What follows belongs to an exercise in optimizing a design on an open flow for small area, a short achievable clock period and few clock cycles; a production flow would make more cautious choices. RTL that was checked went through simulation tests only; none was proved equivalent to the original.

Design SequentialMultiplier, start of the top module:
module SequentialMultiplier(clock, reset, multiplicand, multiplier, product, ready, start);
Size: roughly 160 flip-flops, roughly 130 I/O pins.
Settings: LEC_CHECK=0, CAP_MARGIN=20, CORE_MARGIN=2, CORE_UTILIZATION=40, SLEW_MARGIN=20; clock period 4.0 ns.
run.sh (not shown) runs the stock make flow with config.mk's settings and CLKGATE_MAP_FILE= SYNTH_SCRIPT=/design/flow/synth_recipe.tcl, a recipe that flattens the netlist after the stock synthesis.
Next try:
--- a/flow/design.v
+++ b/flow/design.v
@@ -304,23 +304,14 @@
     wire fs125 = row2[32] ^ row3[30] ^ hc6;
     wire fc125 = (row2[32] & row3[30]) | (row2[32] & hc6) | (row3[30] & hc6);
     wire hs8 = row2[33] ^ row3[31];
     wire hc8 = row2[33] & row3[31];
     wire [41:0] tx = {1'b0, row3[33], row3[32], hs8, fs125, fs124, fc122, fc121, fc120, fc119, fc118, fc117, fc116, fc115, fc114, fc113, fc112, fc111, fc110, fc109, fc108, fc107, fc106, fc105, fc104, fc103, fc102, fc101, fc100, fc99, fc98, fc97, fc96, fc95, fc94, fc93, fc92, fc91, fc90, hc7, hs7, acc_c[0]};
     wire [41:0] ty = {1'b0, 1'b0, hc8, fc125, fc124, fc123, fs123, fs122, fs121, fs120, fs119, fs118, fs117, fs116, fs115, fs114, fs113, fs112, fs111, fs110, fs109, fs108, fs107, fs106, fs105, fs104, fs103, fs102, fs101, fs100, fs99, fs98, fs97, fs96, fs95, fs94, fs93, fs92, fs91, fs90, row0[0], acc_s[0]};
-    wire [39:0] fx = {acc_s[N-1:0], pend_s};
-    wire [39:0] fy = {acc_c[N-1:0], pend_c};
-    wire [39:0] fk = {32'hAAAAAAAC, 8'b0};
-    wire [39:0] fz = {32'b0, pend_n, 5'b0, pend_ci};    
-    wire [39:0] fu = fx ^ fy ^ (fk | fz);
-    wire [40:0] fv = {(fx & fy) | ((fx | fy) & (fk | fz)), 1'b0};
-    wire [39:0] fsum = fu + fv[39:0];
-    wire [7:0] low = fsum[7:0];
-    wire c8 = fsum[8] ^ fu[8] ^ fv[8];                  
-    wire [1:0] low_ci = {1'b0, c8} + {1'b0, fv[8]};   
-    wire [N-1:0] hi = fsum[39:8];
+    wire [9:0] low = pend_s + pend_c + {pend_n, 7'b0} + pend_ci;
+    wire [N-1:0] hi = acc_s[N-1:0] + acc_c[N-1:0] + low[9:8] + 32'hAAAAAAAC;
     assign product = {acc_s[N-1:0], pl_register};
     always_ff @(posedge clock) begin
         if (~busy)
             m_register <= multiplicand;
         one <= one_d;
         two <= two_d;
@@ -331,13 +322,13 @@
             pend_n <= 1'b0;
             pend_ci <= '0;
         end else begin
             pend_s <= tx[7:0];
             pend_c <= ty[7:0];
             pend_n <= neg[3];
-            pend_ci <= low_ci;
+            pend_ci <= low[9:8];
         end
         if (go) begin
             acc_s <= {2'b0, multiplicand & {N{multiplier[0]}}};
             acc_c <= '0;
         end else if (accumulate) begin
             acc_s <= tx[41:8];
Result: This time the run reached the layout checks and failed them: negative setup slack; via count came out lower by 3.4%; sequential share of layout area hardly moves; global-route usage increases by 0.14 points; cell area stays flat; critical path depth climbs by 12; maximum frequency came out lower by 21%; worst setup slack degrades by 960 ps; routed wire length shrinks by 3.0%; clock-buffer cell count stays the same.
Function was not checked in any run of this note: the RTL went through the layout flow alone.

Another version of the RTL of SequentialMultiplier (not shown whole).
Size in the first run: ~130 I/O pins.
## SequentialMultiplier
module SequentialMultiplier(clock, reset, multiplicand, multiplier, product, ready, start);
clock: 4.0 ns
lec_check: 0
cap_margin: 20
core_margin: 2
core_utilization: 40
setup_slack_margin: 1.2
slew_margin: 20
synth_hierarchical: 1
standard.sh (not shown) runs the stock make flow with config.mk's settings and CLKGATE_MAP_FILE= SYNTH_SCRIPT=/design/flow/synth_recipe.tcl, a recipe that flattens the netlist after the stock synthesis.
==> flow/flow/run.sh <==
#!/bin/bash
# Standard layout (the standard.sh, unchanged synthesis and steps), with
# the port buffers made from sky130_fd_sc_hd__buf_1 instead of the flow's
# default pick. Every tool's output goes to standard.log here.
set -euo pipefail
export BUFFER_PORTS_ARGS="-buffer_cell sky130_fd_sc_hd__buf_1"
bash standard.sh > standard.log 2>&1
Change:
--- a/flow/design.v
+++ b/flow/design.v
@@ -5,14 +5,15 @@
     input [N-1:0] multiplicand, multiplier;
     output [2*N-1:0] product;
     output ready;
     input start;
     logic busy;
     logic first, first_n;                
     logic [2:0] count;                   
+    logic [N-1:0] m_register;
     logic b0;                            
     logic [34:0] acc_s, acc_c;       
     logic [N-1:0] ph_register;           
     logic [N-1:0] pl_register;           
     logic [3:0] one, two, neg;      
     logic [7:0] pend_s, pend_c;          
     logic pend_ci;                       
@@ -27,15 +28,14 @@
     generate
         for (j = 0; j < 4; j = j + 1) begin : enc
             assign one_d[j] = bb[2*j+1] ^ bb[2*j];
             assign two_d[j] = (bb[2*j+2] & ~bb[2*j+1] & ~bb[2*j]) | (~bb[2*j+2] & bb[2*j+1] & bb[2*j]);
             assign neg_d[j] = bb[2*j+2] & ~(bb[2*j+1] & bb[2*j]);
         end
     endgenerate
-    wire [N-1:0] m_register = ph_register;
     wire [34:0] sum_in = first ? {3'b0, m_register & {N{b0}}} : acc_s;
     wire [34:0] carry_in = ~first_n ? {1'b1, 34'b0} : acc_c;
     wire inj41 = ~(count[1] & count[0]);
     wire [N:0] m1 = {1'b0, m_register};
     wire [N:0] m2 = {m_register, 1'b0};
     wire [33:0] row0;
     assign row0[0] = ((one[0] & m1[0]) | (two[0] & m2[0])) ^ neg[0];
@@ -462,27 +462,29 @@
     wire [39:0] fsum;
     wire low_ci;
     FinalAdder final_add ({acc_s[N-1:0], pend_s}, {acc_c[N-1:0], pend_c}, pend_ci, fsum, low_ci);
     wire [7:0] low = fsum[7:0];
     wire [N-1:0] hi = fsum[39:8];
     assign product = {ph_register, pl_register};
     always_ff @(posedge clock) begin
+        if (~busy)
+            m_register <= multiplicand;
         if (go)
             b0 <= multiplier[0];
         one <= one_d;
         two <= two_d;
         neg <= neg_d;
         pend_s <= tx[7:0];
         pend_c <= ty[7:0];
         pend_x <= ~go & neg[3] & ~(one[3] & m_register[0]);
         pend_ci <= ~first & low_ci;
         acc_s <= tx[42:8];
         acc_c <= ty[42:8];
-        if (go | resolve)
-            ph_register <= resolve ? hi : multiplicand;
+        if (resolve)
+            ph_register <= hi;
         if (go)
             pl_register <= {1'b0, multiplier[N-1:1]};
         else if (busy)
             pl_register <= {low, pl_register[N-1:8]};
     end
     always_ff @(posedge clock or posedge reset) begin
         if (reset) begin
After rerunning: Hold slack degrades by 0.016 ns. Sequential share of layout area came out higher by 5.8 points. Clock-buffer cell count stays the same. Worst setup slack is better by 0.057 ns. Synthesized cell count came out lower by 0.40%. Routed wire length falls by 4.6%. Fmax grows by 2.1%. Final cell count goes down by 0.78%. Synthesized area increases by 4.4%. Clock skew increases by 0.0039 ns. Utilization decreases by 0.75 points.
Testbench counts after the change, summed over its fixed seeds: cycles 28,808.
Function not checked in the first run of this note: the RTL went through the layout flow alone.

SequentialMultiplier with an RTL version that a note above also has.
For scale: about 1200 cells after synthesis.
==> flow/design.v (excerpt) <==
module SequentialMultiplier(clock, reset, multiplicand, multiplier, product, ready, start);
    parameter N = 32;
    input clock;
    input reset;
    input [N-1:0] multiplicand, multiplier;
    output [2*N-1:0] product;
    output ready;
    input start;
    logic busy;
    logic first, first_n;                
    logic [2:0] count;                   
    logic [N-1:0] m_register;
    logic b0;                            
    logic [34:0] acc_s, acc_c;       
    logic [N-1:0] ph_register;           
    logic [N-1:0] pl_register;           
    logic [3:0] one, two, neg;      
    logic [7:0] pend_s, pend_c;          
    logic pend_ci;                       
    logic pend_x;                        
    wire go = start & ~busy;
    wire accumulate = busy & ~count[2];
    wire resolve = busy & count[2];
    assign ready = ~busy;
    wire [8:0] bb = go ? {multiplier[8:1], 1'b0} : pl_register[15:7];
    wire [3:0] one_d, two_d, neg_d;
    genvar j;
    generate
        for (j = 0; j < 4; j = j + 1) begin : enc
            assign one_d[j] = bb[2*j+1] ^ bb[2*j];
            assign two_d[j] = (bb[2*j+2] & ~bb[2*j+1] & ~bb[2*j]) | (~bb[2*j+2] & bb[2*j+1] & bb[2*j]);
            assign neg_d[j] = bb[2*j+2] & ~(bb[2*j+1] & bb[2*j]);
        end
    endgenerate
    wire [34:0] sum_in = first ? {3'b0, m_register & {N{b0}}} : acc_s;
    wire [34:0] carry_in = ~first_n ? {1'b1, 34'b0} : acc_c;
    wire inj41 = ~(count[1] & count[0]);
    wire [N:0] m1 = {1'b0, m_register};
    wire [N:0] m2 = {m_register, 1'b0};
    wire [33:0] row0;
    assign row0[0] = ((one[0] & m1[0]) | (two[0] & m2[0])) ^ neg[0];
    assign row0[1] = ((one[0] & m1[1]) | (two[0] & m2[1])) ^ neg[0];
    assign row0[2] = ((one[0] & m1[2]) | (two[0] & m2[2])) ^ neg[0];
    assign row0[3] = ((one[0] & m1[3]) | (two[0] & m2[3])) ^ neg[0];
    assign row0[4] = ((one[0] & m1[4]) | (two[0] & m2[4])) ^ neg[0];
  ...
export LEC_CHECK = 0
export CAP_MARGIN = 20
export CORE_MARGIN = 2
export CORE_UTILIZATION = 40
export SETUP_SLACK_MARGIN = 1.3
export SLEW_MARGIN = 20
export SYNTH_HIERARCHICAL = 1
create_clock -name core_clock -period 4.0 [get_ports {clock}]
Scripts as last shown in full above: flow/flow/run.sh
Testbench counts at the start, summed over its fixed seeds: cycles 28,808.
==> next run, changes <==
--- a/flow/design.v
+++ b/flow/design.v
@@ -3,19 +3,18 @@
     input clock;
     input reset;
     input [N-1:0] multiplicand, multiplier;
     output [2*N-1:0] product;
     output ready;
     input start;
     logic busy;
     logic first, first_n;                
     logic [2:0] count;                   
-    logic [N-1:0] m_register;
     logic b0;                            
     logic [34:0] acc_s, acc_c;       
     logic [N-1:0] ph_register;           
     logic [N-1:0] pl_register;           
     logic [3:0] one, two, neg;      
     logic [7:0] pend_s, pend_c;          
     logic pend_ci;                       
     logic pend_x;                        
     wire go = start & ~busy;
@@ -26,18 +25,19 @@
     wire [3:0] one_d, two_d, neg_d;
     genvar j;
     generate
         for (j = 0; j < 4; j = j + 1) begin : enc
             assign one_d[j] = bb[2*j+1] ^ bb[2*j];
             assign two_d[j] = (bb[2*j+2] & ~bb[2*j+1] & ~bb[2*j]) | (~bb[2*j+2] & bb[2*j+1] & bb[2*j]);
             assign neg_d[j] = bb[2*j+2] & ~(bb[2*j+1] & bb[2*j]);
         end
     endgenerate
+    wire [N-1:0] m_register = ph_register;
     wire [34:0] sum_in = first ? {3'b0, m_register & {N{b0}}} : acc_s;
     wire [34:0] carry_in = ~first_n ? {1'b1, 34'b0} : acc_c;
     wire inj41 = ~(count[1] & count[0]);
     wire [N:0] m1 = {1'b0, m_register};
     wire [N:0] m2 = {m_register, 1'b0};
     wire [33:0] row0;
     assign row0[0] = ((one[0] & m1[0]) | (two[0] & m2[0])) ^ neg[0];
     assign row0[1] = ((one[0] & m1[1]) | (two[0] & m2[1])) ^ neg[0];
     assign row0[2] = ((one[0] & m1[2]) | (two[0] & m2[2])) ^ neg[0];
@@ -460,33 +460,31 @@
     wire [42:0] tx = {1'b0, inj41, row3[33], hs8, fs130, fs129, fc127, fc126, fc125, fc124, fc123, fc122, fc121, fc120, fc119, fc118, fc117, fc116, fc115, fc114, fc113, fc112, fc111, fc110, fc109, fc108, fc107, fc106, fc105, fc104, fc103, fc102, fc101, fc100, fc99, fc98, fc97, fc96, fc95, fc94, fc93, hc7, sum_in[0]};
     wire [42:0] ty = {1'b0, 1'b0, hc8, fc130, fc129, fc128, fs128, fs127, fs126, fs125, fs124, fs123, fs122, fs121, fs120, fs119, fs118, fs117, fs116, fs115, fs114, fs113, fs112, fs111, fs110, fs109, fs108, fs107, fs106, fs105, fs104, fs103, fs102, fs101, fs100, fs99, fs98, fs97, fs96, fs95, fs94, fs93, hs7};
     wire [39:0] fsum;
     wire low_ci;
     FinalAdder final_add ({acc_s[N-1:0], pend_s}, {acc_c[N-1:0], pend_c}, pend_ci, fsum, low_ci);
     wire [7:0] low = fsum[7:0];
     wire [N-1:0] hi = fsum[39:8];
     assign product = {ph_register, pl_register};
     always_ff @(posedge clock) begin
-        if (~busy)
-            m_register <= multiplicand;
         if (go)
             b0 <= multiplier[0];
         one <= one_d;
         two <= two_d;
         neg <= neg_d;
         pend_s <= tx[7:0];
         pend_c <= ty[7:0];
         pend_x <= ~go & neg[3] & ~(one[3] & m_register[0]);
         pend_ci <= ~first & low_ci;
         acc_s <= tx[42:8];
         acc_c <= ty[42:8];
-        if (resolve)
-            ph_register <= hi;
+        if (go | resolve)
+            ph_register <= resolve ? hi : multiplicand;
         if (go)
             pl_register <= {1'b0, multiplier[N-1:1]};
         else if (busy)
             pl_register <= {low, pl_register[N-1:8]};
     end
     always_ff @(posedge clock or posedge reset) begin
         if (reset) begin
             first <= 1'b0;
             first_n <= 1'b1;
Result:
- die area falls by a few percent
- worst setup slack got worse by 0.063 ns
- design area falls slightly
- cell count rises slightly
- routed wire length rises by a few percent
- sequential share of layout area falls by 5.8 points
- global-route usage rises by 1.1 points
- sequential cell count falls by 32
- clock-buffer cell count is unchanged
Only the layout flow was run in the second run of this note; the RTL was not checked for function there.

separate check: timing with driven ports:
The results above use ideal ports. As a check the final layouts listed here were re-extracted and re-timed, cells and wires unchanged.
Step 1 sets driving cells, clkbuf_16 on the clock port and buf_2 on the other inputs (assumed; they add their load-dependent delay and slew).
Step 2, shift: input delay + t, output delay - t, t = (earliest + latest rising clock arrival at the registers) / 2. This alone moves slack from input paths to output paths.
a / b / c = ideal / step 1 / step 2; a / b = the first two.
| run | t (ns) | setup slack, ns | worst slew at a driven data input, ns |
|---|---|---|---|
| the first run of note 1 | 0.496 | 0.290 / 0.290 / 0.290 | 0.06 |
| the second run of note 1 | 0.494 | -0.673 / -0.673 / -0.673 | 0.06 |
| the first run of note 2 | 0.491 | 1.231 / 1.231 / 1.217 | 0.05 |
| the second run of note 2 | 0.505 | 1.288 / 1.288 / 1.288 | 0.06 |
| the first run of note 3 | 0.504 | 1.382 / 1.382 / 1.382 | 0.06 |
| the second run of note 3 | 0.491 | 1.319 / 1.319 / 1.212 | 0.05 |
The setup slack of the second run of note 3, which loses most, moves by 0.000 ns with the drivers and by -0.107 ns with both steps.
